From an optimization exercise on the open Yosys and OpenROAD flow, aimed at small area, a short achievable clock period and few clock cycles; shortcuts taken in it are not production practice.
Only simulation tests tie the RTL to the original design; equivalence was not proved.
Power is estimated from default activity; no workload was simulated.

## MyDesign
module MyDesign (
    input  wire        dut_run,
    output reg         dut_busy,
    input  wire        reset_b,
    input  wire        clk,
    output wire        input_sram_write_enable,
    output wire [11:0] input_sram_write_addresss,
    output wire [15:0] input_sram_write_data,
    output wire [11:0] input_sram_read_address,
    input  wire [15:0] input_sram_read_data,
    output reg         output_sram_write_enable,
    output wire [11:0] output_sram_write_addresss,
    output wire [15:0] output_sram_write_data,
    output wire [11:0] output_sram_read_address,
    input  wire [15:0] output_sram_read_data,
    output wire        scratchpad_sram_write_enable,
    output wire [11:0] scratchpad_sram_write_addresss,
    output wire [15:0] scratchpad_sram_write_data,
    output wire [11:0] scratchpad_sram_read_address,
    input  wire [15:0] scratchpad_sram_read_data,
    output wire        weights_sram_write_enable,
    output wire [11:0] weights_sram_write_addresss,
    output wire [15:0] weights_sram_write_data,
    output wire [11:0] weights_sram_read_address,
    input  wire [15:0] weights_sram_read_data
);
  assign input_sram_write_enable = 1'b0;
  assign input_sram_write_addresss = 12'b0;
  assign input_sram_write_data = 16'b0;
  assign output_sram_read_address = 12'b0;
  assign scratchpad_sram_write_enable = 1'b0;
  assign scratchpad_sram_write_addresss = 12'b0;
  assign scratchpad_sram_write_data = 16'b0;
  assign scratchpad_sram_read_address = 12'b0;
  assign weights_sram_write_enable = 1'b0;
  assign weights_sram_write_addresss = 12'b0;
  assign weights_sram_write_data = 16'b0;
  reg busy;
  wire start = ~busy & dut_run;
  wire runi = dut_run;
  reg       rd;
  reg [2:0] st;
  reg [4:0] q;
  reg [6:0] raddr;
  reg [2:0] waddr_w;
  wire       q_end  = (q == 5'd31);
  wire       rd_c   = rd & ~(q_end & (st == 3'd6));
  wire [4:0] q_c    = q_end ? 5'd1 : (q == 5'd1 && st != 3'd0) ? 5'd3 : q + 5'd1;
  wire [2:0] st_c   = q_end ? st + 3'd1 : st;
  wire [3:0] row_c  = st_c[0] ? ~q_c[4:1] : q_c[4:1];
  wire [2:0] col_c  = st_c + {2'b0, q_c[0]};
  always @(posedge clk) begin
    if (~reset_b) rd <= 1'b0;
    else rd <= start | rd_c;
  ...
export LEC_CHECK = 0
export ABC_AREA = 1
export CAP_MARGIN = 20
export CORE_MARGIN = 2
export CORE_UTILIZATION = 65
export CTS_BUF_LIST = sky130_fd_sc_hd__clkbuf_8 sky130_fd_sc_hd__clkbuf_16
export CTS_CLUSTER_DIAMETER = 80
export CTS_CLUSTER_SIZE = 30
export SLEW_MARGIN = 20
export SYNTH_HIERARCHICAL = 1
export SYNTH_MINIMUM_KEEP_SIZE = 0
create_clock -name core_clock -period 11.0 [get_ports {clk}]
standard.sh (not shown) runs the stock make flow with config.mk's settings and CLKGATE_MAP_FILE= SYNTH_SCRIPT=/design/flow/synth_recipe.tcl, a recipe that flattens the netlist after the stock synthesis.
==> flow/flow/run.sh <==
#!/bin/bash
# Layout: the standard ORFS flow (standard.sh, unchanged synthesis),
# with repair_timing asked to keep a setup margin of 7.6 ns on the design's
# 11 ns clock, and the port buffers made as buf_2 cells.
# Each ORFS step writes its full log under orfs/logs; make's output goes to
# standard.log.
set -o pipefail
bash standard.sh SETUP_SLACK_MARGIN=7.6 "BUFFER_PORTS_ARGS=-buffer_cell sky130_fd_sc_hd__buf_2" finish > standard.log 2>&1
The first run finished with timing, DRC and antenna clean.
Testbench counts at the start, summed over its fixed seeds: cycles 13,944.
Then changed:
==> flow/flow/run.sh (replaced) <==
#!/bin/bash
# Layout: the standard ORFS flow (standard.sh, unchanged synthesis),
# with repair_timing asked to keep a setup margin of 7.4 ns on the design's
# 11 ns clock, and the port buffers made as buf_2 cells.
# Each ORFS step writes its full log under orfs/logs; make's output goes to
# standard.log.
set -o pipefail
bash standard.sh SETUP_SLACK_MARGIN=7.4 "BUFFER_PORTS_ARGS=-buffer_cell sky130_fd_sc_hd__buf_2" finish > standard.log 2>&1
Settings changed: CORE_UTILIZATION 65 to 55.
=> The changed run completed without violations; sequential share of layout area goes up by 0.11 points; die area is higher by 18%; routed wire length went down by 2.6%; worst setup slack loses 0.12 ns; critical path depth grows by 4; fmax went down by 3.2%; hold slack stays flat; cell area drops by 0.44%; via count fell by 3.6%; total power decreases by 4.8%; synthesized area stays the same.
Then changed:
==> flow/run.sh (new file) <==
#!/bin/bash
# synth_recipe.tcl (not shown) runs the flow's synth.tcl, then flattens the netlist and writes it again
# the make line also repeats each setting of config.mk as NAME=value (left out here)
make -C /OpenROAD-flow-scripts/flow DESIGN_CONFIG=/design/flow/config.mk WORK_HOME=/design/flow/orfs CLKGATE_MAP_FILE= SYNTH_SCRIPT=/design/flow/synth_recipe.tcl finish
Settings changed: SETUP_SLACK_MARGIN set to 5, SLEW_MARGIN 20 to 65.
removed: flow/flow/run.sh
removed: flow/standard.sh
After rerunning: Cell count shrinks by about 0.3%; sequential share of layout area shrinks by 0.86 points; non-clock buffer count shrinks by 14; utilization grows by 1.7 points; total power grows by about 3.7%; combinational power grows by about 4%; clock power grows by about 7%; worst setup slack gets worse by 0.44 ns; hold slack hardly moves; wire length grows by about 0.56%.
Then changed:
==> flow/flow/run.sh (new file) <==
#!/bin/bash
# Layout: the standard ORFS flow (standard.sh, unchanged synthesis),
# with repair_timing asked to keep a setup margin of 7.6 ns on the design's
# 11 ns clock, and the port buffers made as buf_2 cells.
# Each ORFS step writes its full log under orfs/logs; make's output goes to
# standard.log.
set -o pipefail
bash standard.sh SETUP_SLACK_MARGIN=7.6 "BUFFER_PORTS_ARGS=-buffer_cell sky130_fd_sc_hd__buf_2" finish > standard.log 2>&1
==> flow/standard.sh (new file) <==
#!/bin/bash
# synth_recipe.tcl (not shown) runs the flow's synth.tcl, then flattens the netlist and writes it again
# the make line also repeats each setting of config.mk as NAME=value (left out here)
make -C /OpenROAD-flow-scripts/flow DESIGN_CONFIG=/design/flow/config.mk WORK_HOME=/design/flow/orfs CLKGATE_MAP_FILE= SYNTH_SCRIPT=/design/flow/synth_recipe.tcl "${@:-finish}"
Settings changed: CTS_BUF_LIST sky130_fd_sc_hd__clkbuf_8 sky130_fd_sc_hd__clkbuf_16 to sky130_fd_sc_hd__clkbuf_8, CTS_CLUSTER_DIAMETER 80 to 60, CTS_CLUSTER_SIZE 30 to 20, SETUP_SLACK_MARGIN 5 to unset, SLEW_MARGIN 65 to 20.
removed: flow/run.sh
Outcome: The new run finished with timing, DRC and antenna clean; core utilization came out lower by 0.85 points; clock skew came out higher by 0.040 ns; global-route usage came out higher by 0.62 points; final cell count came out higher by 1.5%; non-clock buffer count came out higher by 35; register-to-register slack gains 0.35 ns; routed wire length came out higher by 1.6%; critical path depth stays the same; worst setup slack gains 0.49 ns; cell area came out lower by 1.4%.
Then changed:
Settings changed: CTS_BUF_LIST sky130_fd_sc_hd__clkbuf_8 to sky130_fd_sc_hd__clkbuf_8 sky130_fd_sc_hd__clkbuf_16, CTS_CLUSTER_DIAMETER 60 to 80, CTS_CLUSTER_SIZE 20 to 30.
=> The new run ran to the end with no violations. Power increases by 0.64%. Maximum frequency rises by 2.0%. Final area is about the same.

==> separate check: timing with driven ports <==
In the flow no input, the clock included, has a driving cell. The finished layouts below were timed again as built, in two steps.
Step 1, drivers: a clkbuf_16 drives clk and a buf_2 each remaining input, both assumed.
Step 2 times the ports against the registers' clock, not the clock port: input delays grow and output delays shrink by t, the midpoint of the rising clock arrivals with the driver on.
a / b / c = ideal ports / drivers / drivers and shift; a / b = the first two.
run	t, ns	setup slack, ns	slew at the worst register clock pin (ns)	pins driven straight from the clock port
the first run	0.639	7.546 / 7.546 / 7.229	0.12 / 0.12	1
the second run	0.642	7.431 / 7.414 / 7.188	0.12 / 0.12	1
the third run	0.646	6.993 / 6.933 / 7.242	0.11 / 0.11	1
the fourth run	0.714	7.486 / 7.429 / 7.203	0.12 / 0.12	1
the fifth run	0.643	7.556 / 7.497 / 7.263	0.12 / 0.12	1
After both steps every run listed still meets setup and hold. The setup slack of the first run, which loses most, moves by 0.000 ns with the drivers and by -0.317 ns with both steps.
